From an optimization exercise on the open Yosys and OpenROAD flow, aimed at small area, a short achievable clock period and few clock cycles; shortcuts taken in it are not production practice. No functional check of the RTL was part of any run shown here. Power and IR drop assume default switching activity.

File: design.v
`timescale 1ns / 1ps
module alu(x, y, cin, sub, osum, oand, oxor, oor, opass, res, cout);
   input  [7:0] x;
   input  [7:0] y;
   input        cin;
   input        sub;
   input        osum, oand, oxor, oor, opass;
   output [7:0] res;
   output       cout;
   wire   [7:0] yy  = y ^ {8{sub}};
   wire   [7:0] g   = x & yy;
   wire   [7:0] p   = x ^ yy;
   wire         c0  = cin ^ sub;
   wire gl = g[3] | p[3] & g[2] | p[3] & p[2] & g[1] | p[3] & p[2] & p[1] & g[0];
   wire pl = &p[3:0];
   wire gh = g[7] | p[7] & g[6] | p[7] & p[6] & g[5] | p[7] & p[6] & p[5] & g[4];
   wire ph = &p[7:4];
   wire c4 = gl | pl & c0;
   wire [8:0] c;
   assign c[0] = c0;
   assign c[1] = g[0] | p[0] & c0;
   assign c[2] = g[1] | p[1] & g[0] | p[1] & p[0] & c0;
   assign c[3] = g[2] | p[2] & g[1] | p[2] & p[1] & g[0] | p[2] & p[1] & p[0] & c0;
   assign c[4] = c4;
   assign c[5] = g[4] | p[4] & c4;
   assign c[6] = g[5] | p[5] & g[4] | p[5] & p[4] & c4;
   assign c[7] = g[6] | p[6] & g[5] | p[6] & p[5] & g[4] | p[6] & p[5] & p[4] & c4;
   assign c[8] = gh | ph & gl | ph & pl & c0;
   assign cout = c[8] ^ sub;
   assign res = ({8{osum}}  & (p ^ c[7:0])) |
                ({8{oand}}  & g) |
                ({8{oxor}}  & p) |
                ({8{oor}}   & (p | g)) |
                ({8{opass}} & y);
endmodule
`timescale 1ns / 1ps
module cpu8080(addr, din, dout, readmem, writemem, readio, writeio, intr, inta,
               waitr, reset, clock);
   output [15:0] addr;
   input  [7:0]  din;
   output [7:0]  dout;
   output        readmem;
   output        writemem;
   output        readio;
   output        writeio;
   input         intr;
   output        inta;
   input         waitr;
   input         reset;
   input         clock;
   reg    [7:0]  ir;
   reg    [2:0]  step;       
   reg           intcyc;     
   reg           gap;        
   reg           take_q;     
   reg           ei;
   reg           eienb;
   reg           xs;         
   reg    [15:0] pc;
   reg    [15:0] sp;
   reg    [7:0]  W, Z;
   reg    [7:0]  rB, rC, rD, rE, rH, rL, rA;
   reg           fS, fZ, fAC, fP, fCY;
   reg           tc;         
   function [2:0] rmap;
      input [2:0] i;
      input       s;
      rmap = (s && (i[2] ^ i[1])) ? {~i[2], ~i[1], i[0]} : i;
   endfunction
   function [7:0] rsel;
      input [2:0] p;
      case (p)
         3'd0: rsel = rB;
         3'd1: rsel = rC;
         3'd2: rsel = rD;
         3'd3: rsel = rE;
         3'd4: rsel = rH;
         3'd5: rsel = rL;
         default: rsel = rA;
      endcase
   endfunction
   wire [2:0] ddd = ir[5:3];
   wire [7:0] flagbyte = {fS, fZ, 1'b0, fAC, 1'b0, fP, 1'b1, fCY};
   reg cond;
   always @(*)
      case (ddd)
         3'd0: cond = !fZ;
         3'd1: cond = fZ;
         3'd2: cond = !fCY;
         3'd3: cond = fCY;
         3'd4: cond = !fP;
         3'd5: cond = fP;
         3'd6: cond = !fS;
         default: cond = fS;
      endcase
   wire [2:0] nxt, alt;
   wire       usecond, hlt, pc_we, sp_we, sp_we_c, sp_m2, z_we, w_we, w_src;
   wire [1:0] z_src;
   wire       we, wdin, tc_we, daa, szp_alu, szp_din, xs_t;
   wire [2:0] widx, cy_sel;
   wire [1:0] ac_sel;
   cpu8080_ctl cur(.ir(ir), .step(step),
      .bus(), .asel(), .isel(), .dsrc(), .xz(), .xidx(), .ysrc(), .yidx(),
      .ksel(), .aop(), .acin(), .last(),
      .nxt(nxt), .alt(alt), .usecond(usecond), .hlt(hlt),
      .pc_we(pc_we), .sp_we(sp_we), .sp_we_c(sp_we_c), .sp_m2(sp_m2),
      .z_we(z_we), .w_we(w_we), .z_src(z_src), .w_src(w_src),
      .we(we), .widx(widx), .wdin(wdin), .tc_we(tc_we), .daa(daa),
      .szp_alu(szp_alu), .szp_din(szp_din), .ac_sel(ac_sel), .cy_sel(cy_sel),
      .xs_t(xs_t));
   reg    [2:0]  bus;
   reg    [2:0]  asel;       
   reg    [1:0]  isel;
   reg    [2:0]  dsrc;
   reg           xz;
   reg    [2:0]  xphys, yphys;
   reg           y_reg, y_z, y_w, y_k;             
   reg           k_06, k_60, k_ff, k_rr;           
   reg           a_sub, a_sum, a_and, a_xor, a_or, a_pass;
   reg    [1:0]  acin;
   reg           last;
   wire ackwait = intcyc && (bus == 3'd1) && !gap;
   wire rdop = (bus == 3'd1) || (bus == 3'd5);
   wire ack  = (bus == 3'd5) ? take_q : intcyc;
   assign readmem  = rdop && !ack;
   assign inta     = rdop && ack && !ackwait;
   assign writemem = (bus == 3'd2);
   assign readio   = (bus == 3'd3);
   assign writeio  = (bus == 3'd4);
   wire busy  = readmem || writemem || readio || writeio || inta;
   wire stall = waitr && busy;
   wire hold  = stall || ackwait;
   wire [7:0] ir_n   = last ? din : ir;
   wire [2:0] step_n = last ? 3'd1 :
                       (hlt && !(intr && ei)) ? step :
                       (usecond && !cond) ? alt : nxt;
   wire       xs_n   = xs ^ xs_t;
   wire [7:0] nir   = reset ? 8'h00 : ir_n;
   wire [2:0] nstep = reset ? 3'd0 : step_n;
   wire       nxs   = reset ? 1'b0 : xs_n;
   wire [2:0] n_bus, n_asel, n_dsrc, n_xidx, n_ysrc, n_yidx, n_ksel, n_aop;
   wire [1:0] n_isel, n_acin;
   wire       n_xz, n_last;
   cpu8080_ctl nx(.ir(nir), .step(nstep),
      .bus(n_bus), .asel(n_asel), .isel(n_isel), .dsrc(n_dsrc), .xz(n_xz),
      .xidx(n_xidx), .ysrc(n_ysrc), .yidx(n_yidx), .ksel(n_ksel), .aop(n_aop),
      .acin(n_acin), .last(n_last),
      .nxt(), .alt(), .usecond(), .hlt(), .pc_we(), .sp_we(), .sp_we_c(),
      .sp_m2(), .z_we(), .w_we(), .z_src(), .w_src(), .we(), .widx(),
      .wdin(), .tc_we(), .daa(), .szp_alu(), .szp_din(), .ac_sel(),
      .cy_sel(), .xs_t());
   always @(posedge clock)
      if (reset || !hold) begin
         bus   <= n_bus;
         asel  <= (nxs && n_asel == 3'd3) ? 3'd4 :
                  (nxs && n_asel == 3'd4) ? 3'd3 : n_asel;
         isel  <= n_isel;
         dsrc  <= n_dsrc;
         xz    <= n_xz;
         xphys <= rmap(n_xidx, nxs);
         yphys <= rmap(n_yidx, nxs);
         y_reg <= (n_ysrc == 3'd0);
         y_z   <= (n_ysrc == 3'd1);
         y_w   <= (n_ysrc == 3'd2);
         y_k   <= (n_ysrc == 3'd5);
         k_06  <= (n_ksel == 3'd1);
         k_60  <= (n_ksel == 3'd2);
         k_ff  <= (n_ksel == 3'd3);
         k_rr  <= (n_ksel == 3'd4);
         a_sub <= (n_aop == 3'd1);
         a_sum <= (n_aop == 3'd0 || n_aop == 3'd1);
         a_and <= (n_aop == 3'd2);
         a_xor <= (n_aop == 3'd3);
         a_or  <= (n_aop == 3'd4);
         a_pass <= (n_aop == 3'd5);
         acin  <= n_acin;
         last  <= n_last;
      end
   reg    [15:0] abus;
   always @(*)
      case (asel)
         3'd1:   abus = sp;
         3'd2:   abus = {rB, rC};
         3'd3:   abus = {rD, rE};
         3'd4:   abus = {rH, rL};
         3'd5:   abus = {W, Z};
         3'd6:  abus = {10'b0, ddd, 3'b000};
         default: abus = pc;
      endcase
   wire [1:0] iop = (last && take_q) ? 2'd2 : isel;
   reg  [15:0] idu;
   reg  [14:0] spd;
   integer k;
   always @(*) begin
      for (k = 0; k < 16; k = k + 1)
         idu[k] = abus[k] ^ ((iop == 2'd0) ? &(abus | ({16{1'b1}} << k)) :
                             (iop == 2'd1) ? ~|(abus & ~({16{1'b1}} << k)) :
                                               1'b0);
      for (k = 0; k < 15; k = k + 1)
         spd[k] = sp[k+1] ^ ~|(sp[15:1] & ~({15{1'b1}} << k));
   end
   wire [15:0] spm2 = {spd, sp[0]};
   wire [7:0] rX = rsel(xphys);
   wire [7:0] rY = rsel(yphys);
   wire [7:0] kon = ({8{k_06}} & 8'h06) | ({8{k_60}} & 8'h60) |
                    ({8{k_ff}} & 8'hff) |
                    ({8{k_rr}} & {ddd[1] ? fCY : rA[0], rA[7:1]});
   wire [7:0] aY = ({8{y_reg}} & rY) | ({8{y_z}} & Z) | ({8{y_w}} & W) |
                   ({8{y_k}} & kon);
   wire [7:0] aX = xz ? Z : rX;
   reg        aci;
   always @(*)
      case (acin)
         2'd1:   aci = 1'b1;
         2'd2:  aci = (ir[7:6] == 2'b00 && ir[2:0] == 3'b011) ? tc : fCY;
         2'd3:  aci = rA[7];
         default: aci = 1'b0;
      endcase
   wire [7:0] ares;
   wire       acout;
   alu alu(.x(aX), .y(aY), .cin(aci), .sub(a_sub), .osum(a_sum), .oand(a_and),
           .oxor(a_xor), .oor(a_or), .opass(a_pass), .res(ares), .cout(acout));
   reg  [7:0] dbus;
   always @(*)
      case (dsrc)
         3'd1:     dbus = Z;
         3'd2: dbus = flagbyte;
         3'd3:   dbus = pc[7:0];
         3'd4:   dbus = pc[15:8];
         default:  dbus = rX;
      endcase
   assign addr = abus;
   assign dout = dbus;
   wire din_push = (din[7:6] == 2'b11) && (din[3:0] == 4'b0101);
   wire din_rst  = (din[7:6] == 2'b11) && (din[2:0] == 3'b111);
   wire din_di   = (din == 8'hf3);
   wire din_ei   = (din == 8'hfb);
   wire ei_n = last ? ((eienb || (ei && !take_q)) && !din_di) : ei;
   wire daa_ok = (step == 3'd1) ? (rA[3:0] > 4'd9 || fAC) :
                                  (rA[7:4] > 4'd9 || fCY);
   wire daa_en = !daa || daa_ok;
   reg        cy_n;
   always @(*)
      case (cy_sel)
         3'd1:  cy_n = acout;
         3'd2: cy_n = 1'b0;
         3'd3:  cy_n = 1'b1;
         3'd4:  cy_n = !fCY;
         3'd6:   cy_n = rA[0];
         3'd7:  cy_n = din[0];
         default: cy_n = fCY;
      endcase
   wire [2:0] wphys = rmap(widx, xs);
   wire [7:0] wdata = wdin ? din : ares;
   wire       pc_en = pc_we && (last || !intcyc);
   wire       sp_en = sp_we || (sp_we_c && cond);
   always @(posedge clock) begin
      if (reset) begin
         step   <= 3'd0;
         ir     <= 8'h00;
         pc     <= 16'h0000;
         intcyc <= 1'b0;
         gap    <= 1'b0;
         take_q <= 1'b0;
         ei     <= 1'b1;
         eienb  <= 1'b0;
         xs     <= 1'b0;
      end else if (!stall) begin
         if (ackwait) gap <= 1'b1;
         else begin
            gap    <= 1'b0;
            take_q <= intr && ei_n;
            step   <= step_n;
            ei     <= ei_n;
            xs     <= xs_n;
            if (last) begin
               ir     <= din;
               intcyc <= take_q;
               eienb  <= din_ei;
            end
            if (pc_en) pc <= idu;
            if (last && (din_push || din_rst)) sp <= spm2;
            else if (sp_en) sp <= sp_m2 ? spm2 : idu;
            if (z_we)
               Z <= (z_src == 2'd1) ? idu[7:0] : (z_src == 2'd2) ? ares : din;
            if (w_we) W <= w_src ? idu[15:8] : din;
            if (szp_alu) begin
               fS <= ares[7]; fZ <= ~|ares; fP <= ~^ares;
            end else if (szp_din) begin
               fS <= din[7]; fZ <= din[6]; fP <= din[2];
            end
            if (daa_en)
               case (ac_sel)
                  2'd1: fAC <= 1'b0;
                  2'd2: fAC <= acout;
                  2'd3: fAC <= din[4];
                  default: ;
               endcase
            if (daa_en) fCY <= cy_n;
            if (we && daa_en)
               case (wphys)
                  3'd0: rB <= wdata;
                  3'd1: rC <= wdata;
                  3'd2: rD <= wdata;
                  3'd3: rE <= wdata;
                  3'd4: rH <= wdata;
                  3'd5: rL <= wdata;
                  3'd7: rA <= wdata;
                  default: ;
               endcase
            if (tc_we) tc <= acout;
         end
      end
   end
endmodule
module cpu8080_ctl(ir, step, bus, asel, isel, dsrc, xz, xidx, ysrc, yidx, ksel,
                   aop, acin, last, nxt, alt, usecond, hlt, pc_we, sp_we,
                   sp_we_c, sp_m2, z_we, w_we, z_src, w_src, we, widx, wdin,
                   tc_we, daa, szp_alu, szp_din, ac_sel, cy_sel, xs_t);
   input  [7:0]  ir;
   input  [2:0]  step;
   output [2:0]  bus;        
   output [2:0]  asel;       
   output [1:0]  isel;       
   output [2:0]  dsrc;       
   output        xz;         
   output [2:0]  xidx;       
   output [2:0]  ysrc;       
   output [2:0]  yidx;       
   output [2:0]  ksel;       
   output [2:0]  aop;
   output [1:0]  acin;
   output        last;       
   output [2:0]  nxt;        
   output [2:0]  alt;        
   output        usecond;
   output        hlt;        
   output        pc_we;
   output        sp_we;
   output        sp_we_c;    
   output        sp_m2;      
   output        z_we, w_we;
   output [1:0]  z_src;      
   output        w_src;      
   output        we;         
   output [2:0]  widx;
   output        wdin;       
   output        tc_we;
   output        daa;        
   output        szp_alu, szp_din;
   output [1:0]  ac_sel;     
   output [2:0]  cy_sel;
   output        xs_t;       
   reg    [2:0]  bus, asel, dsrc, xidx, ysrc, yidx, ksel, aop, nxt, alt, widx;
   reg    [2:0]  cy_sel;
   reg    [1:0]  isel, acin, z_src, ac_sel;
   reg           xz, last, usecond, hlt, pc_we, sp_we, sp_we_c, sp_m2;
   reg           z_we, w_we, w_src, we, wdin, tc_we, daa, szp_alu, szp_din;
   reg           xs_t;
   wire [2:0] ddd = ir[5:3];
   wire [2:0] sss = ir[2:0];
   wire [1:0] rp  = ir[5:4];
   task fetch;
      input [2:0] a;
      begin
         last = 1'b1; bus = 3'd5; asel = a; isel = 2'd0; pc_we = 1'b1;
         nxt = 3'd1;
      end
   endtask
   task rdpc;
      begin
         bus = 3'd1; asel = 3'd0; pc_we = 1'b1;
      end
   endtask
   task aluop;
      begin
         xidx = 3'd7;
         case (ddd)
            3'd0: begin aop = 3'd0; acin = 2'd0; end
            3'd1: begin aop = 3'd0; acin = 2'd2; end
            3'd2: begin aop = 3'd1; acin = 2'd0; end
            3'd3: begin aop = 3'd1; acin = 2'd2; end
            3'd4: aop = 3'd2;
            3'd5: aop = 3'd3;
            3'd6: aop = 3'd4;
            default: begin aop = 3'd1; acin = 2'd0; end
         endcase
         we = (ddd != 3'd7); widx = 3'd7;
         szp_alu = 1'b1; ac_sel = 2'd1;
         cy_sel = (ddd[2] && ddd != 3'd7) ? 3'd2 : 3'd1;
      end
   endtask
   always @(*) begin
      bus = 3'd0; asel = 3'd0; isel = 2'd0;
      dsrc = 3'd0;
      xz = 1'b0; xidx = 3'd7; ysrc = 3'd0; yidx = sss; ksel = 3'd0;
      aop = 3'd5; acin = 2'd0;
      last = 1'b0;
      nxt = step + 3'd1; alt = 3'd0; usecond = 1'b0; hlt = 1'b0;
      pc_we = 1'b0; sp_we = 1'b0; sp_we_c = 1'b0; sp_m2 = 1'b0;
      z_we = 1'b0; w_we = 1'b0; z_src = 2'd0; w_src = 1'b0;
      we = 1'b0; widx = ddd; wdin = 1'b0; tc_we = 1'b0; daa = 1'b0;
      szp_alu = 1'b0; szp_din = 1'b0; ac_sel = 2'd0; cy_sel = 3'd0;
      xs_t = 1'b0;
      if (step == 3'd0) begin
         nxt = 3'd1;
      end else case (ir[7:6])
      2'b00: case (sss)
         3'b000: fetch(3'd0);  
         3'b001: if (!ir[3]) begin  
            case (step)
               3'd1, 3'd2: begin
                  rdpc;
                  if (rp == 2'b11) begin
                     if (step == 3'd1) z_we = 1'b1;
                     else w_we = 1'b1;
                  end else begin
                     we = 1'b1; wdin = 1'b1;
                     widx = {rp, (step == 3'd1)};
                  end
                  if (step == 3'd2 && rp != 2'b11) nxt = 3'd4;
               end
               3'd3: begin  
                  asel = 3'd5; isel = 2'd2; sp_we = 1'b1;
               end
               default: fetch(3'd0);
            endcase
         end else if (rp == 2'b11 && step == 3'd1) begin  
            asel = 3'd1; isel = 2'd2;
            z_we = 1'b1; w_we = 1'b1; z_src = 2'd1; w_src = 1'b1;
         end else begin  
            xidx = (step == 3'd1 || (rp == 2'b11 && step == 3'd2)) ? 3'd5 : 3'd4;
            aop = 3'd0;
            acin = (xidx == 3'd5) ? 2'd0 : 2'd2;
            if (rp == 2'b11) ysrc = (step == 3'd2) ? 3'd1 : 3'd2;
            else yidx = {rp, (step == 3'd1)};
            we = 1'b1; widx = xidx;
            cy_sel = 3'd1;
            if (xidx == 3'd4) fetch(3'd0);
         end
         3'b010: case (ddd)
            3'd0, 3'd2:  
               if (step == 3'd1) begin
                  bus = 3'd2; asel = ddd[1] ? 3'd3 : 3'd2;
                  xidx = 3'd7; dsrc = 3'd0;
               end else fetch(3'd0);
            3'd1, 3'd3:  
               if (step == 3'd1) begin
                  bus = 3'd1; asel = ddd[1] ? 3'd3 : 3'd2;
                  we = 1'b1; widx = 3'd7; wdin = 1'b1;
               end else fetch(3'd0);
            default:  
               case (step)
                  3'd1: begin rdpc; z_we = 1'b1; end
                  3'd2: begin rdpc; w_we = 1'b1; end
                  3'd3: begin
                     asel = 3'd5;
                     z_we = 1'b1; w_we = 1'b1; z_src = 2'd1; w_src = 1'b1;
                     if (ddd[0]) begin  
                        bus = 3'd1;
                        we = 1'b1; wdin = 1'b1;
                        widx = ddd[1] ? 3'd7 : 3'd5;
                     end else begin
                        bus = 3'd2;
                        xidx = ddd[1] ? 3'd7 : 3'd5; dsrc = 3'd0;
                     end
                     if (ddd[1]) nxt = 3'd5;
                  end
                  3'd4: begin
                     asel = 3'd5;
                     if (ddd[0]) begin
                        bus = 3'd1;
                        we = 1'b1; wdin = 1'b1; widx = 3'd4;
                     end else begin
                        bus = 3'd2;
                        xidx = 3'd4; dsrc = 3'd0;
                     end
                  end
                  default: fetch(3'd0);
               endcase
         endcase
         3'b011:  
            if (rp == 2'b11) begin
               if (step == 3'd1) begin
                  isel = ir[3] ? 2'd1 : 2'd0;
                  asel = 3'd1; sp_we = 1'b1;
               end else fetch(3'd0);
            end else begin
               xidx = {rp, (step == 3'd1)}; widx = xidx; we = 1'b1;
               ysrc = 3'd5; ksel = ir[3] ? 3'd3 : 3'd0; aop = 3'd0;
               if (step == 3'd1) begin
                  acin = ir[3] ? 2'd0 : 2'd1; tc_we = 1'b1;
               end else begin
                  acin = 2'd2; fetch(3'd0);
               end
            end
         3'b100, 3'b101:  
            if (ddd != 3'd6) begin
               xidx = ddd; ysrc = 3'd5; ksel = 3'd0; acin = 2'd1;
               aop = ir[0] ? 3'd1 : 3'd0;
               we = 1'b1; widx = ddd;
               szp_alu = 1'b1; ac_sel = 2'd1;
               fetch(3'd0);
            end else case (step)
               3'd1: begin
                  bus = 3'd1; asel = 3'd4;
                  z_we = 1'b1;
               end
               3'd2: begin
                  xz = 1'b1; ysrc = 3'd5; ksel = 3'd0; acin = 2'd1;
                  aop = ir[0] ? 3'd1 : 3'd0;
                  z_we = 1'b1; z_src = 2'd2;
                  szp_alu = 1'b1; ac_sel = 2'd1;
               end
               3'd3: begin
                  bus = 3'd2; asel = 3'd4; dsrc = 3'd1;
               end
               default: fetch(3'd0);
            endcase
         3'b110:  
            if (ddd != 3'd6) begin
               if (step == 3'd1) begin
                  rdpc;
                  we = 1'b1; wdin = 1'b1; widx = ddd;
               end else fetch(3'd0);
            end else case (step)
               3'd1: begin rdpc; z_we = 1'b1; end
               3'd2: begin
                  bus = 3'd2; asel = 3'd4; dsrc = 3'd1;
               end
               default: fetch(3'd0);
            endcase
         default: case (ddd)  
            3'd0, 3'd2: begin  
               xidx = 3'd7; yidx = 3'd7; aop = 3'd0;
               acin = ddd[1] ? 2'd2 : 2'd3; cy_sel = 3'd1;
               we = 1'b1; widx = 3'd7; fetch(3'd0);
            end
            3'd1, 3'd3: begin  
               cy_sel = 3'd6; ysrc = 3'd5; ksel = 3'd4;
               we = 1'b1; widx = 3'd7; fetch(3'd0);
            end
            3'd4: begin  
               xidx = 3'd7; ysrc = 3'd5; aop = 3'd0; acin = 2'd0;
               widx = 3'd7; we = 1'b1; daa = 1'b1;
               if (step == 3'd1) begin
                  ksel = 3'd1; ac_sel = 2'd2;
               end else begin
                  ksel = 3'd2; cy_sel = 3'd1;
                  fetch(3'd0);
               end
            end
            3'd5: begin  
               xidx = 3'd7; ysrc = 3'd5; ksel = 3'd3; aop = 3'd3;
               we = 1'b1; widx = 3'd7; fetch(3'd0);
            end
            3'd6: begin  
               cy_sel = 3'd3; fetch(3'd0);
            end
            default: begin  
               cy_sel = 3'd4; fetch(3'd0);
            end
         endcase
      endcase
      2'b01:
         if (ir[5:0] == 6'b110110) begin  
            if (step == 3'd1) hlt = 1'b1;
            else fetch(3'd0);
         end else if (sss == 3'd6) begin  
            if (step == 3'd1) begin
               bus = 3'd1; asel = 3'd4;
               we = 1'b1; wdin = 1'b1; widx = ddd;
            end else fetch(3'd0);
         end else if (ddd == 3'd6) begin  
            if (step == 3'd1) begin
               bus = 3'd2; asel = 3'd4; xidx = sss; dsrc = 3'd0;
            end else fetch(3'd0);
         end else begin  
            yidx = sss; aop = 3'd5;
            we = 1'b1; widx = ddd;
            fetch(3'd0);
         end
      2'b10:  
         if (sss == 3'd6 && step == 3'd1) begin
            bus = 3'd1; asel = 3'd4;
            z_we = 1'b1;
         end else begin
            ysrc = (sss == 3'd6) ? 3'd1 : 3'd0; yidx = sss;
            aluop;
            fetch(3'd0);
         end
      default: case (sss)  
         3'b000, 3'b001:  
            if (sss == 3'b001 && ir[3] && rp[1]) begin  
               if (rp[0]) begin  
                  if (step == 3'd1) begin
                     asel = 3'd4; isel = 2'd2; sp_we = 1'b1;
                  end else fetch(3'd0);
               end else  
                  fetch(3'd4);
            end else if (sss == 3'b001 && !ir[3]) begin  
               case (step)
                  3'd1: begin
                     bus = 3'd1; asel = 3'd1; sp_we = 1'b1;
                     if (rp == 2'b11) begin
                        szp_din = 1'b1; ac_sel = 2'd3; cy_sel = 3'd7;
                     end else begin
                        we = 1'b1; wdin = 1'b1; widx = {rp, 1'b1};
                     end
                  end
                  3'd2: begin
                     bus = 3'd1; asel = 3'd1; sp_we = 1'b1;
                     we = 1'b1; wdin = 1'b1;
                     widx = (rp == 2'b11) ? 3'd7 : {rp, 1'b0};
                  end
                  default: fetch(3'd0);
               endcase
            end else begin  
               case (step)
                  3'd1: begin
                     bus = 3'd1; asel = 3'd1; z_we = 1'b1;
                     if (sss == 3'b001) sp_we = 1'b1;
                     else begin
                        sp_we_c = 1'b1; usecond = 1'b1; alt = 3'd4;
                     end
                  end
                  3'd2: begin
                     bus = 3'd1; asel = 3'd1; sp_we = 1'b1;
                     w_we = 1'b1;
                  end
                  3'd3: fetch(3'd5);
                  default: fetch(3'd0);
               endcase
            end
         3'b010:  
            case (step)
               3'd1: begin rdpc; z_we = 1'b1; end
               3'd2: begin
                  rdpc; w_we = 1'b1;
                  usecond = 1'b1; alt = 3'd4;
               end
               3'd3: fetch(3'd5);
               default: fetch(3'd0);
            endcase
         3'b011: case (ddd)
            3'd0, 3'd1:  
               case (step)
                  3'd1: begin rdpc; z_we = 1'b1; end
                  3'd2: begin rdpc; w_we = 1'b1; end
                  default: fetch(3'd5);
               endcase
            3'd2, 3'd3:  
               case (step)
                  3'd1: begin rdpc; z_we = 1'b1; end
                  3'd2: begin
                     asel = 3'd5;
                     if (ddd[0]) begin
                        bus = 3'd3;
                        we = 1'b1; wdin = 1'b1; widx = 3'd7;
                     end else begin
                        bus = 3'd4; xidx = 3'd7; dsrc = 3'd0;
                     end
                  end
                  default: fetch(3'd0);
               endcase
            3'd4:  
               case (step)
                  3'd1: begin
                     bus = 3'd1; asel = 3'd1; sp_we = 1'b1;
                     z_we = 1'b1;
                  end
                  3'd2: begin
                     bus = 3'd1; asel = 3'd1; isel = 2'd1; sp_we = 1'b1;
                     w_we = 1'b1;
                  end
                  3'd3: begin
                     bus = 3'd2; asel = 3'd1; sp_we = 1'b1;
                     xidx = 3'd5; dsrc = 3'd0;
                     ysrc = 3'd1; aop = 3'd5;
                     we = 1'b1; widx = 3'd5;
                  end
                  3'd4: begin
                     bus = 3'd2; asel = 3'd1; isel = 2'd1; sp_we = 1'b1;
                     xidx = 3'd4; dsrc = 3'd0;
                     ysrc = 3'd2; aop = 3'd5;
                     we = 1'b1; widx = 3'd4;
                  end
                  default: fetch(3'd0);
               endcase
            3'd5: begin  
               xs_t = 1'b1; fetch(3'd0);
            end
            default: fetch(3'd0);  
         endcase
         3'b100, 3'b101:  
            if (sss == 3'b101 && !ir[3]) begin  
               case (step)
                  3'd1: begin
                     bus = 3'd2; asel = 3'd1; sp_we = 1'b1;
                     if (rp == 2'b11) dsrc = 3'd2;
                     else begin dsrc = 3'd0; xidx = {rp, 1'b1}; end
                  end
                  3'd2: begin
                     bus = 3'd2; asel = 3'd1; isel = 2'd1; sp_we = 1'b1;
                     dsrc = 3'd0;
                     xidx = (rp == 2'b11) ? 3'd7 : {rp, 1'b0};
                  end
                  default: fetch(3'd0);
               endcase
            end else begin  
               case (step)
                  3'd1: begin rdpc; z_we = 1'b1; end
                  3'd2: begin
                     rdpc; w_we = 1'b1; sp_m2 = 1'b1;
                     if (sss == 3'b101) sp_we = 1'b1;
                     else begin
                        sp_we_c = 1'b1; usecond = 1'b1; alt = 3'd5;
                     end
                  end
                  3'd3: begin
                     bus = 3'd2; asel = 3'd1; sp_we = 1'b1;
                     dsrc = 3'd3;
                  end
                  3'd4: begin
                     bus = 3'd2; asel = 3'd1; isel = 2'd1; sp_we = 1'b1;
                     dsrc = 3'd4;
                     nxt = 3'd6;
                  end
                  3'd5: fetch(3'd0);           
                  default: fetch(3'd5);
               endcase
            end
         3'b110:  
            if (step == 3'd1) begin
               rdpc; z_we = 1'b1;
            end else begin
               ysrc = 3'd1;
               aluop;
               fetch(3'd0);
            end
         default:  
            case (step)
               3'd1: begin
                  bus = 3'd2; asel = 3'd1; sp_we = 1'b1;
                  dsrc = 3'd3;
               end
               3'd2: begin
                  bus = 3'd2; asel = 3'd1; isel = 2'd1; sp_we = 1'b1;
                  dsrc = 3'd4;
               end
               default: fetch(3'd6);
            endcase
      endcase
      endcase
   end
endmodule
File: run.sh
#!/bin/bash
# synth_recipe.tcl (not shown) runs the flow's synth.tcl, then flattens the netlist and writes it again
# the make line also repeats each setting of config.mk as NAME=value (left out here)
make -C /OpenROAD-flow-scripts/flow DESIGN_CONFIG=/design/flow/config.mk WORK_HOME=/design/flow/orfs CLKGATE_MAP_FILE= SYNTH_SCRIPT=/design/flow/synth_recipe.tcl finish
File: config.mk
export PLATFORM = sky130hd
export DESIGN_NAME = cpu8080
export DESIGN_NICKNAME = cpu8080
export VERILOG_FILES = /design/flow/design.v
export SDC_FILE = /design/flow/constraint.sdc
export NUM_CORES = 4
export LEC_CHECK = 0
export ABC_AREA = 1
export CAP_MARGIN = 20
export CORE_MARGIN = 2
export CORE_UTILIZATION = 50
export SETUP_SLACK_MARGIN = 2.5
export SLEW_MARGIN = 20
File: constraint.sdc
create_clock -name core_clock -period 7.0 [get_ports {clock}]
set_input_delay 1.4000 -clock core_clock [delete_from_list [all_inputs] [get_ports {clock}]]
set_output_delay 1.4000 -clock core_clock [all_outputs]
set_load 0.01 [all_outputs]
==> results of run 1 <==
-- logic make-up after synthesis --
group | Yosys count
AO/OA/AOI/OAI | 546
XOR/XNOR | 35
adder cells (fa/ha/maj) | 32
buffers and inverters | 425
flip-flops | 162
AND/OR/NAND/NOR | 836
-- worst max-delay path, cell delays in order (launching register included) --
cell       delay [ps]
edfxtp_1          500
buf_6             160
buf_6             110
nand3_4            90
o22ai_2            80
a221oi_2          270
o2111ai_2         180
o211ai_1          130
nand2_1           130
xor2_1            170
ha_1              370
nand2_1            80
o21ai_2           160
nand2_1            80
nand2_2            80
nand2_2            50
nand2_2            70
inv_2              40
fa_2              520
o21ai_1            70
a2111o_1          350
inv_2             100
ha_4              200
xnor2_2           140
xnor2_1           130
nand2_1            70
o21ai_1            60
-- routing by layer --
metal	vias up	global-route usage, %	wire (um)	part of all wire (%)
met5	-	0	0	0
met4	0	23.9	4130	7.2
met3	295	6.50	6330	11
met2	1328	61.3	25200	44
met1	7265	49.3	21600	38
li1	7101	-	-	-
-- stage by stage --
stage	total power, mW	utilization (%)	instance area, um2	instances
6_report	8.62	58.2	15800	2477
5_1_grt	9.05	58.2	15800	2476
4_1_cts	8.10	57.0	15400	2456
3_5_place_dp	6.94	53.8	14600	2406
3_3_place_gp	6.88	53.8	14600	2406
2_1_floorplan	5.05	-	13900	2036
-- power groups by stage --
stage / registers (mW) / clock network [mW] / logic [mW]
4_1_cts: 1.73 / 0.942 / 5.42
5_1_grt: 1.76 / 0.981 / 6.31
3_5_place_dp: 1.75 / 0 / 5.19
2_1_floorplan: 1.59 / 0 / 3.47
6_report: 1.75 / 0.938 / 5.93
3_3_place_gp: 1.75 / 0 / 5.13
-- final cells by class --
type | instances | area (um2)
diodes | 1 | 2.50
clock buffers | 17 | 425
clock inverters | 15 | 163
fillers | 2566 | 11300
inverters | 365 | 1390
multi-input cells | 1449 | 7960
flip-flops and latches | 162 | 4540
well taps | 372 | 465
repair buffers | 96 | 836
-- what timing repair did --
item | in CTS | in global routing
pin swaps | 15 | 15
buffers inserted | 18 | 20
endpoints found under the setup margin | 91 | 109
hold buffers | 0 | 0
gates resized for setup | 44 | 61
-- synth_stat cells (4+ instances only) --
library cell  number  share of area [%]
a2111oi_0          6               0.38
o21ai_1           18               0.65
nor2_1           214                5.8
nor3_1            39                1.4
xnor2_1           10               0.63
a21oi_1          116                4.2
nand3_1          113                4.1
nor4_1             5               0.23
o2111ai_1         14               0.88
o211ai_1          21                1.1
a2111o_1           7               0.57
nand2_1          387                 10
o21ai_0          181                6.5
a211oi_1           9               0.49
nand3b_1           7               0.38
buf_2             17               0.61
a22oi_1            4               0.22
nand4_1           23                1.0
a31oi_1           19               0.86
nor2_2            13               0.59
nand2_2           14               0.63
nor2_4             5               0.41
xor2_1            25                1.6
dfxtp_1           33                4.8
inv_2             21               0.57
buf_1              5               0.14
edfxtp_1         129                 28
inv_1            340                9.2
o22ai_1           86                3.9
clkbuf_1          32               0.87
a221oi_1          23                1.5
ha_1              30                2.7
o31ai_1           13               0.70
o221ai_1          11               0.69
-- path summary, 6_finish.rpt --
path / start / endpoint / slack [ps]
worst max-delay path: yphys[0] / fP / 2340
worst min-delay path: gap / gap / 460
worst max register to register: yphys[0] / fP / 2340
worst min register to register: gap / gap / 460
==> flow_summary.json, run 1 <==
{
  "maxSlewHeadroom_pct": 27.6,
  "layout_min_cycle_time_ps": 4660,
  "max_freq_mhz": 215,
  "syn_avg_cell_area_um2": 6.81,
  "layout_commonest_cell": "nand2_1",
  "row_count": 60,
  "synth_cell_type_count": 61,
  "rr_worst_depth": 26,
  "cts-buffers-inserted": 17,
  "ant_nets": 0,
  "grt.total_usage_pct": 38.7,
  "drc": 0,
  "syn_nets": 2080,
  "yosysWarnings": 2,
  "grt_setup_unrepaired": "yes",
  "synth-edff-count": 129,
  "yosys.area_share.simple_pct": 26.3,
  "synth_top_family_by_area": "simple AND/OR/NAND/NOR gates",
  "dp_hpwl_mm": 43.8,
  "power_frac_clock_pct": 10.9,
  "status": "finished clean",
  "num-nets-final": 2135,
  "whs_path_depth": 2,
  "synth-adder-area-share_pct": 3.00,
  "dp_slack_ps": 1600,
  "cap_violations": 0,
  "crit_type": "flip-flop to flip-flop",
  "clock_path_buffers": 2,
  "p_comb_share_pct": 68.8,
  "core_area_um2": 27100,
  "fin_setup_tns_ps": 0,
  "final.setup_skew_ps": 21.3,
  "syn2layout_area_growth_pct": 13.8,
  "insertion_delay_ps": 450,
  "internal_power_mw": 3.90,
  "wl_mm": 57.2,
  "wl_per_cell_um": 23.1,
  "period_share_pct": 66.5,
  "via_per_inst": 6.45,
  "ys_seq_elements": 162,
  "cts_tree": "yes",
  "synthMuxAreaShare_pct": 0,
  "crit_arrival_ps": 4830,
  "synth_cells": 2036,
  "io_pins": 41,
  "fin_hold_ws_ps": 465,
  "swShare_pct": 54.7,
  "synth-compound-area-share_pct": 23.9,
  "grt_max_degree": 50,
  "drtIter0Drc": 2474,
  "initial_core_util_pct": 51.2,
  "layout_setup_ws_ps": 2340,
  "fp.dieW_um": 171,
  "setup_viol_count_final": 0,
  "first_pass_iters": 8,
  "finalHoldViolCount": 0,
  "grt_pass1_vias": 14600,
  "mappedNetlistArea_um2": 13900,
  "cts_root_buf": "clkbuf_16",
  "dieArea_um2": 29100,
  "grt_first_pass_wirelength_mm": 84.8,
  "h-tree-depth": 4,
  "end_kind": "flip-flop",
  "cp_max_fo": 4,
  "cts_num_sinks": 162,
  "final_max_slew_viol_count": 0,
  "io_buffer_count": 40,
  "max_slew.worst_pin.slew_ps": 1080,
  "powerDensity_nw_per_um2": 546,
  "synthXorXnorAreaFrac_pct": 2.21,
  "crit_path_start_kind": "flip-flop",
  "drive_gt1_share_pct": 11.4,
  "synth_seq_area_share_pct": 32.7,
  "seq_power_share_pct": 20.3,
  "layout_common_cells": "nand2_1 (375), inv_1 (321), nor2_1 (194)",
  "ys.flop_type": "edfxtp_1",
  "vias": 16000,
  "power.net_switching_mw": 4.72,
  "p_leak_nw": 6.64,
  "dieHeight_um": 171,
  "vdd_drop_max_mv": 0.399,
  "synth-async-reset-ratio_pct": 0,
  "path_clk_slew_ps": 70,
  "gp_congestion": 1.11,
  "grt_antenna_before_repair": 0,
  "hold_class": "flip-flop to flip-flop",
  "grt_overflow": 0,
  "top_regs": "pc (16), sp (16)",
  "crit_required_ps": 7180
}
==> run 2, diff against run 1 <==
--- a/design.v
+++ b/design.v
@@ -60,7 +60,11 @@
    reg    [15:0] sp;
    reg    [7:0]  W, Z;
    reg    [7:0]  rB, rC, rD, rE, rH, rL, rA;
-   reg           fS, fZ, fAC, fP, fCY;
+   reg           fS, fAC, fCY;
+   reg    [7:0]  fr;
+   reg           fm, pZ, pP;
+   wire          fZ = fm ? pZ : ~|fr;
+   wire          fP = fm ? pP : ~^fr;
    reg           tc;         
    function [2:0] rmap;
       input [2:0] i;
@@ -109,9 +113,9 @@
       .szp_alu(szp_alu), .szp_din(szp_din), .ac_sel(ac_sel), .cy_sel(cy_sel),
       .xs_t(xs_t));
    reg    [2:0]  bus;
-   reg    [2:0]  asel;       
+   reg           s_pc, s_sp, s_bc, s_de, s_hl, s_wz, s_rst;
    reg    [1:0]  isel;
-   reg    [2:0]  dsrc;
+   reg           d_x, d_z, d_flags, d_pcl, d_pch;
    reg           xz;
    reg    [2:0]  xphys, yphys;
    reg           y_reg, y_z, y_w, y_k;             
@@ -152,10 +156,19 @@
    always @(posedge clock)
       if (reset || !hold) begin
          bus   <= n_bus;
-         asel  <= (nxs && n_asel == 3'd3) ? 3'd4 :
-                  (nxs && n_asel == 3'd4) ? 3'd3 : n_asel;
+         s_pc  <= (n_asel == 3'd0);
+         s_sp  <= (n_asel == 3'd1);
+         s_bc  <= (n_asel == 3'd2);
+         s_de  <= (n_asel == (nxs ? 3'd4 : 3'd3));
+         s_hl  <= (n_asel == (nxs ? 3'd3 : 3'd4));
+         s_wz  <= (n_asel == 3'd5);
+         s_rst <= (n_asel == 3'd6);
          isel  <= n_isel;
-         dsrc  <= n_dsrc;
+         d_x     <= (n_dsrc == 3'd0);
+         d_z     <= (n_dsrc == 3'd1);
+         d_flags <= (n_dsrc == 3'd2);
+         d_pcl   <= (n_dsrc == 3'd3);
+         d_pch   <= (n_dsrc == 3'd4);
          xz    <= n_xz;
          xphys <= rmap(n_xidx, nxs);
          yphys <= rmap(n_yidx, nxs);
@@ -176,17 +189,10 @@
          acin  <= n_acin;
          last  <= n_last;
       end
-   reg    [15:0] abus;
-   always @(*)
-      case (asel)
-         3'd1:   abus = sp;
-         3'd2:   abus = {rB, rC};
-         3'd3:   abus = {rD, rE};
-         3'd4:   abus = {rH, rL};
-         3'd5:   abus = {W, Z};
-         3'd6:  abus = {10'b0, ddd, 3'b000};
-         default: abus = pc;
-      endcase
+   wire [15:0] abus = ({16{s_pc}} & pc) | ({16{s_sp}} & sp) |
+                      ({16{s_bc}} & {rB, rC}) | ({16{s_de}} & {rD, rE}) |
+                      ({16{s_hl}} & {rH, rL}) | ({16{s_wz}} & {W, Z}) |
+                      ({16{s_rst}} & {10'b0, ddd, 3'b000});
    wire [1:0] iop = (last && take_q) ? 2'd2 : isel;
    reg  [15:0] idu;
    reg  [14:0] spd;
@@ -220,15 +226,9 @@
    wire       acout;
    alu alu(.x(aX), .y(aY), .cin(aci), .sub(a_sub), .osum(a_sum), .oand(a_and),
            .oxor(a_xor), .oor(a_or), .opass(a_pass), .res(ares), .cout(acout));
-   reg  [7:0] dbus;
-   always @(*)
-      case (dsrc)
-         3'd1:     dbus = Z;
-         3'd2: dbus = flagbyte;
-         3'd3:   dbus = pc[7:0];
-         3'd4:   dbus = pc[15:8];
-         default:  dbus = rX;
-      endcase
+   wire [7:0] dbus = ({8{d_x}} & rX) | ({8{d_z}} & Z) |
+                     ({8{d_flags}} & flagbyte) | ({8{d_pcl}} & pc[7:0]) |
+                     ({8{d_pch}} & pc[15:8]);
    assign addr = abus;
    assign dout = dbus;
    wire din_push = (din[7:6] == 2'b11) && (din[3:0] == 4'b0101);
@@ -285,9 +285,9 @@
                Z <= (z_src == 2'd1) ? idu[7:0] : (z_src == 2'd2) ? ares : din;
             if (w_we) W <= w_src ? idu[15:8] : din;
             if (szp_alu) begin
-               fS <= ares[7]; fZ <= ~|ares; fP <= ~^ares;
+               fS <= ares[7]; fr <= ares; fm <= 1'b0;
             end else if (szp_din) begin
-               fS <= din[7]; fZ <= din[6]; fP <= din[2];
+               fS <= din[7]; pZ <= din[6]; pP <= din[2]; fm <= 1'b1;
             end
             if (daa_en)
                case (ac_sel)
--- a/config.mk
+++ b/config.mk
@@ -9,5 +9,5 @@
 export CAP_MARGIN = 20
 export CORE_MARGIN = 2
 export CORE_UTILIZATION = 50
-export SETUP_SLACK_MARGIN = 2.5
+export SETUP_SLACK_MARGIN = 2
 export SLEW_MARGIN = 20
==> flow_summary.json, run 2 <==
{
  "status": "finished clean",
  "p_comb_share_pct": 63.2,
  "io_pins": 41,
  "seq_power_share_pct": 24.2,
  "syn_nets": 2119,
  "io_buffer_count": 40,
  "synth-async-reset-ratio_pct": 0,
  "dieHeight_um": 173,
  "grt_antenna_before_repair": 1,
  "wl_per_cell_um": 24.6,
  "crit_required_ps": 5600,
  "maxSlewHeadroom_pct": 16.7,
  "synth-edff-count": 144,
  "crit_path_start_kind": "flip-flop",
  "syn2layout_area_growth_pct": 10.4,
  "synth_cells": 2075,
  "dp_hpwl_mm": 47.4,
  "insertion_delay_ps": 440,
  "power.net_switching_mw": 4.50,
  "drtIter0Drc": 2738,
  "end_kind": "output pin",
  "wl_mm": 61.3,
  "cts_tree": "yes",
  "finalHoldViolCount": 0,
  "setup_viol_count_final": 0,
  "grt_overflow": 0,
  "cts_hold_buf": 0,
  "dp.cells": 2450,
  "grt_setup_unrepaired": "no",
  "layout_min_cycle_time_ps": 4910,
  "num-nets-final": 2141,
  "via_per_inst": 6.46,
  "fp.dieW_um": 173,
  "hold_class": "flip-flop to flip-flop",
  "cts_root_buf": "clkbuf_16",
  "yosys-top-cells-count": "nand2_1 (509), inv_1 (301), nor2_1 (194), o21ai_0 (175), edfxtp_1 (144)",
  "synth_area_leaders": "edfxtp_1 (30%), nand2_1 (13%), inv_1 (7.9%), o21ai_0 (6.1%), nor2_1 (5.1%)",
  "mappedNetlistArea_um2": 14300,
  "cp_max_fo": 8,
  "cts-buffers-inserted": 17,
  "max_freq_mhz": 204,
  "grt.total_usage_pct": 39.7,
  "power_frac_clock_pct": 12.5,
  "syn_avg_cell_area_um2": 6.90,
  "yosys.area.top_type": "edfxtp_1",
  "cts_num_sinks": 177,
  "dp_slack_ps": 1760,
  "ant_nets": 0,
  "grt_first_pass_wirelength_mm": 90.6,
  "layout_commonest_cell": "nand2_1",
  "synth.top_cell.area_share_pct": 30.2,
  "synth_most_common_cell": "nand2_1",
  "final_max_slew_viol_count": 0,
  "first_pass_iters": 10,
  "top_regs": "pc (16), sp (16)",
  "drive_gt1_share_pct": 6.78,
  "fin_setup_tns_ps": 0,
  "initial_core_util_pct": 51.1,
  "cap_violations": 0,
  "drc": 0,
  "h-tree-depth": 4,
  "gp_congestion": 1.03,
  "swShare_pct": 55.0,
  "crit_type": "flip-flop to output pin",
  "period_share_pct": 70.2,
  "crit_arrival_ps": 3510,
  "powerDensity_nw_per_um2": 518,
  "dpl_cell_area_um2": 15100,
  "layout_setup_ws_ps": 2090,
  "grt_max_degree": 57,
  "ys.flop_type": "edfxtp_1",
  "dieArea_um2": 30000,
  "vias": 16100,
  "synth_cell_type_count": 69,
  "vdd_drop_max_mv": 0.240,
  "synth_seq_area_share_pct": 34.8,
  "layout_common_cells": "nand2_1 (505), inv_1 (301), nor2_1 (190)",
  "grt_pass1_vias": 14600,
  "clock_path_buffers": 2,
  "yosysWarnings": 2,
  "internal_power_mw": 3.68,
  "path_clk_slew_ps": 70,
  "core_area_um2": 28000,
  "final.setup_skew_ps": 11.3,
  "stdcell_area_um2": 15800,
  "max_slew.worst_pin.slew_ps": 1240,
  "final_cells": 2489,
  "p_leak_nw": 6.83,
  "ys_seq_elements": 177,
  "row_count": 61
}
[run 2: cell count changes in the layout (fill, tap and decap cells not counted), moves of 8 or more]
| cell | delta |
|---|---|
| nor2_2 | -13 |
| inv_1 | -20 |
| edfxtp_1 | +15 |
| nand2_1 | +130 |
| o31ai_1 | -9 |
| nor2_4 | -8 |
| buf_4 | -29 |
| nor4_1 | +12 |
| o22ai_1 | -47 |
| a21oi_1 | -10 |
| inv_2 | -14 |
[run 2: layer usage]
metal,GRT usage [%],vias up,wire length [um]
met2,62.8,1349,27000
met5,0,-,0
met3,6.53,265,7320
met4,21.0,0,3920
met1,52.2,7368,23100
li1,-,7098,-
[run 2: worst paths after layout]
| check | from | cells past startpoint | endpoint | slack (ps) |
|---|---|---|---|---|
| max | xphys[0] | 8 | dout[0] | 2090 |
| min reg2reg | pc[0] | 2 | pc[0] | 480 |
| max reg2reg | step[0] | 14 | rH[2] | 2140 |
| min | pc[0] | 2 | pc[0] | 480 |
[run 2: kinds of logic (layout without fill, tap and decap cells)]
logic type                 after synthesis  count (layout)  synth area share [%]
AOI/OAI and AO/OA                      487             487                  20.7
buffers and inverters                  396             431                  10.7
DFF                                    177             177                  34.8
adders and majority gates               32              32                  2.90
and+or+nand+nor                        946             946                  28.6
other                                    0               1                     0
xor gates and xnor gates                37              37                  2.32
[run 2: metrics by stage]
stage | util (%) | power [mW] | hold slack, ps
2_1_floorplan | - | 4.85 | 431
3_3_place_gp | 53.8 | 6.76 | 451
3_5_place_dp | 53.8 | 6.82 | 464
4_1_cts | 56.0 | 7.84 | 473
5_1_grt | 56.4 | 8.51 | 508
6_report | 56.4 | 8.19 | 477
[run 2: timing repair]
action,CTS,global route
pin swaps,0,2
setup buffers,0,6
setup endpoints to repair,7,94
hold endpoints to repair,0,0
resized for setup,1,18
[run 2: final cells by class]
class / count / area, um2
fill: 2743 / 12200
inverter: 334 / 1260
timing repair buffer: 65 / 603
multi-input combinational: 1502 / 7870
sequential: 177 / 4980
clock inverter: 14 / 179
antenna: 1 / 2.50
clock buffer: 18 / 429
tap: 378 / 473
[run 2: power by group through the flow]
stage	Combinational [mW]	Clock, mW	Sequential, mW
2_1_floorplan	3.13	0	1.72
3_3_place_gp	4.78	0	1.98
3_5_place_dp	4.84	0	1.98
4_1_cts	4.87	1.01	1.96
5_1_grt	5.47	1.06	1.99
6_report	5.18	1.03	1.98
[run 2: worst max-delay path: stages, from the launching register on]
cell             delay [ps]
edfxtp_1                530
nor2_1                  170
inv_1                    80
nor2_1                  520
a21oi_1                 170
o2111ai_1               100
o21ai_0                 200
o21ai_0                 620
clkdlybuf4s50_1         680
==> run 3, diff against run 2 <==
--- a/design.v
+++ b/design.v
@@ -80,6 +80,7 @@
          3'd3: rsel = rE;
          3'd4: rsel = rH;
          3'd5: rsel = rL;
+         3'd6: rsel = Z;
          default: rsel = rA;
       endcase
    endfunction
@@ -115,8 +116,7 @@
    reg    [2:0]  bus;
    reg           s_pc, s_sp, s_bc, s_de, s_hl, s_wz, s_rst;
    reg    [1:0]  isel;
-   reg           d_x, d_z, d_flags, d_pcl, d_pch;
-   reg           xz;
+   reg           d_x, d_flags, d_pcl, d_pch;
    reg    [2:0]  xphys, yphys;
    reg           y_reg, y_z, y_w, y_k;             
    reg           k_06, k_60, k_ff, k_rr;           
@@ -165,11 +165,9 @@
          s_rst <= (n_asel == 3'd6);
          isel  <= n_isel;
          d_x     <= (n_dsrc == 3'd0);
-         d_z     <= (n_dsrc == 3'd1);
          d_flags <= (n_dsrc == 3'd2);
          d_pcl   <= (n_dsrc == 3'd3);
          d_pch   <= (n_dsrc == 3'd4);
-         xz    <= n_xz;
          xphys <= rmap(n_xidx, nxs);
          yphys <= rmap(n_yidx, nxs);
          y_reg <= (n_ysrc == 3'd0);
@@ -213,7 +211,7 @@
                     ({8{k_rr}} & {ddd[1] ? fCY : rA[0], rA[7:1]});
    wire [7:0] aY = ({8{y_reg}} & rY) | ({8{y_z}} & Z) | ({8{y_w}} & W) |
                    ({8{y_k}} & kon);
-   wire [7:0] aX = xz ? Z : rX;
+   wire [7:0] aX = rX;
    reg        aci;
    always @(*)
       case (acin)
@@ -226,7 +224,7 @@
    wire       acout;
    alu alu(.x(aX), .y(aY), .cin(aci), .sub(a_sub), .osum(a_sum), .oand(a_and),
            .oxor(a_xor), .oor(a_or), .opass(a_pass), .res(ares), .cout(acout));
-   wire [7:0] dbus = ({8{d_x}} & rX) | ({8{d_z}} & Z) |
+   wire [7:0] dbus = ({8{d_x}} & rX) |
                      ({8{d_flags}} & flagbyte) | ({8{d_pcl}} & pc[7:0]) |
                      ({8{d_pch}} & pc[15:8]);
    assign addr = abus;
@@ -507,13 +505,13 @@
                   z_we = 1'b1;
                end
                3'd2: begin
-                  xz = 1'b1; ysrc = 3'd5; ksel = 3'd0; acin = 2'd1;
+                  xidx = 3'd6; ysrc = 3'd5; ksel = 3'd0; acin = 2'd1;
                   aop = ir[0] ? 3'd1 : 3'd0;
                   z_we = 1'b1; z_src = 2'd2;
                   szp_alu = 1'b1; ac_sel = 2'd1;
                end
                3'd3: begin
-                  bus = 3'd2; asel = 3'd4; dsrc = 3'd1;
+                  bus = 3'd2; asel = 3'd4; xidx = 3'd6; dsrc = 3'd0;
                end
                default: fetch(3'd0);
             endcase
@@ -526,7 +524,7 @@
             end else case (step)
                3'd1: begin rdpc; z_we = 1'b1; end
                3'd2: begin
-                  bus = 3'd2; asel = 3'd4; dsrc = 3'd1;
+                  bus = 3'd2; asel = 3'd4; xidx = 3'd6; dsrc = 3'd0;
                end
                default: fetch(3'd0);
             endcase
==> flow_summary.json, run 3 <==
{
  "crit_required_ps": 5600,
  "synth_cells": 2087,
  "seq_area_um2": 4930,
  "ant_nets": 0,
  "io_pins": 41,
  "vdd_drop_max_mv": 0.244,
  "grt.total_usage_pct": 39.7,
  "end_kind": "output pin",
  "layout_common_cells": "nand2_1 (506), inv_1 (291), nor2_1 (207)",
  "finalHoldViolCount": 0,
  "path_clk_slew_ps": 80,
  "io_buffer_count": 40,
  "fp.dieW_um": 174,
  "cp_max_fo": 6,
  "synth-async-reset-ratio_pct": 0,
  "grt_max_degree": 54,
  "synth_cell_type_count": 68,
  "yosysWarnings": 2,
  "crit_arrival_ps": 3430,
  "rr_startpoint": "xphys[0]",
  "layout_commonest_cell": "nand2_1",
  "dieArea_um2": 30100,
  "synth_seq_area_share_pct": 34.3,
  "p_leak_nw": 6.79,
  "cts-buffers-inserted": 17,
  "grt_antenna_before_repair": 0,
  "cts_tree": "yes",
  "status": "finished clean",
  "yosys.area_share.simple_pct": 30.4,
  "powerDensity_nw_per_um2": 513,
  "dp.cells": 2470,
  "grt_first_pass_wirelength_mm": 90.7,
  "maxSlewHeadroom_pct": 10.4,
  "gp_congestion": 1.05,
  "row_count": 62,
  "clock_path_buffers": 2,
  "vias": 16000,
  "num-nets-final": 2149,
  "synth-compound-area-share_pct": 19.9,
  "layout_min_cycle_time_ps": 4830,
  "cap_violations": 0,
  "h-tree-depth": 4,
  "fin_setup_tns_ps": 0,
  "final_cells": 2502,
  "layout_setup_ws_ps": 2170,
  "yosys.area.top_type": "edfxtp_1",
  "wl_per_cell_um": 24.3,
  "utilization_pct": 55.5,
  "synth.top_cell.area_share_pct": 29.7,
  "cts_resized": 0,
  "final_max_slew_viol_count": 0,
  "insertion_delay_ps": 460,
  "drive_gt1_share_pct": 6.70,
  "synth-edff-count": 142,
  "drc": 0,
  "hp-start": "eienb",
  "max_slew.worst_pin.slew_ps": 1330,
  "final.setup_skew_ps": 16.4,
  "grt_setup_unrepaired": "yes",
  "dp_hpwl_mm": 47.0,
  "synth-adder-area-share_pct": 2.89,
  "ys.flop_type": "edfxtp_1",
  "synth_top_family_by_area": "simple AND/OR/NAND/NOR gates",
  "ys_seq_elements": 175,
  "via_per_inst": 6.39,
  "dieHeight_um": 174,
  "synthXorXnorAreaFrac_pct": 2.13,
  "post_cts_buffers": 0,
  "nFillCells": 2867,
  "wl_mm": 60.7,
  "cts_num_sinks": 175,
  "drtIter0Drc": 2443,
  "syn2layout_area_growth_pct": 9.91,
  "dp_slack_ps": 1820,
  "initial_core_util_pct": 50.5,
  "setup_viol_count_final": 0,
  "syn_avg_cell_area_um2": 6.89,
  "synth_area_leaders": "edfxtp_1 (30%), nand2_1 (13%), inv_1 (7.7%), o21ai_0 (6.3%), nor2_1 (5.4%)",
  "synthMuxAreaShare_pct": 0.0696,
  "crit_path_start_kind": "flip-flop",
  "period_share_pct": 69.0,
  "first_pass_iters": 9,
  "hold_class": "flip-flop to flip-flop",
  "critPathLaunch": "xphys[0]",
  "yosys-top-cells-count": "nand2_1 (507), inv_1 (293), nor2_1 (208), o21ai_0 (182), edfxtp_1 (142)",
  "top_regs": "pc (16), sp (16)",
  "crit_type": "flip-flop to output pin",
  "mappedNetlistArea_um2": 14400,
  "core_area_um2": 28500,
  "diodes": 0,
  "max_freq_mhz": 207,
  "grt_overflow": 0,
  "multi_input_area_um2": 8020,
  "synth_most_common_cell": "nand2_1",
  "cts_hold_buf": 0,
  "syn_nets": 2131,
  "cts_root_buf": "clkbuf_16",
  "grt_pass1_vias": 14800
}
==> run 3: cell count changes after synthesis, sizes merged, moves of 7 or more <==
cell     change
o2111ai      -8
a221oi      +12
a21oi       -15
inv         -12
nand4        +7
o221ai      -11
nand3       +29
nor2        +23
o22ai       +16
==> run 3: worst paths after layout <==
path / endpoint / slack, ps / cells after the start
max: dout[4] / 2170 / 9
min: eienb / 480 / 2
max reg2reg: rE[5] / 2170 / 21
min reg2reg: eienb / 480 / 2
==> run 3: power by group <==
| part | switching (mW) | internal (mW) |
|---|---|---|
| sequential | 0.319 | 1.61 |
| clock | 0.481 | 0.546 |
| combinational | 3.64 | 1.50 |
==> run 3: layer usage <==
layer  track usage, %  up-vias  routed length (um)
met4             24.0        0                4410
met2             64.2     1204               27400
li1                 -     7153                   -
met5                0        -                   0
met1             50.3     7335               23000
met3             5.86      292                5870
==> run 3: metrics by stage <==
step                      power [mW]  hold slack, ps  area, um2
final                           8.10             477      15800
after global routing            8.49             485      15800
after CTS                       7.88             463      15800
after detailed placement        6.85             450      15100
after global placement          6.80             445      15100
after floorplan                 4.93             431      14400
==> run 3: logic make-up after synthesis <==
logic type	count (synthesis)
simple gates	990
compound gates	475
buf+inv	379
flops	175
xor+xnor	35
fa+ha+maj	32
mux	1
==> run 3: layout make-up <==
type | instances | area share, %
clock buffer | 17 | 2.69
inverter | 317 | 7.58
clock inverter | 15 | 1.23
sequential | 175 | 31.2
timing repair buffer | 61 | 3.53
multi-input combinational | 1533 | 50.7
tap | 384 | 3.04
==> run 3: worst max-delay path: stages (launching register included) <==
cell and delay (ps):
edfxtp_1 530, inv_1 130, nor3_1 770, a221oi_1 170
nand3_1 150, o21ai_0 280, inv_1 170, nand2_1 90
nand4_1 130, clkdlybuf4s50_1 560

[re-timing with driven ports]
The flow's constraints put no driver on any port. The routed layouts listed below were extracted and timed again, unchanged, in two steps.
Step 1 (the two cells are an assumption about what drives the block):
set clk [get_ports {clock}]
set_driving_cell -lib_cell sky130_fd_sc_hd__clkbuf_16 $clk
set_driving_cell -lib_cell sky130_fd_sc_hd__buf_2 [delete_from_list [all_inputs] $clk]
Step 2 times the ports against the registers' clock, not the clock port: input delays grow and output delays shrink by t, the midpoint of the rising clock arrivals with the driver on.
Three values: ideal ports, drivers, drivers and shift; two values: the first two.
run	shift t [ns]	slack for setup (ns)	worst setup path at the end
run 1	0.484	2.345 / 2.345 / 2.129	input to register
run 2	0.491	2.088 / 2.033 / 1.746	input to register
run 3	0.504	2.167 / 2.113 / 1.762	input to register
After both steps every run listed still meets setup and hold. For run 3, which loses most, drivers alone change the setup slack by -0.054 ns; drivers and shift together by -0.405 ns.
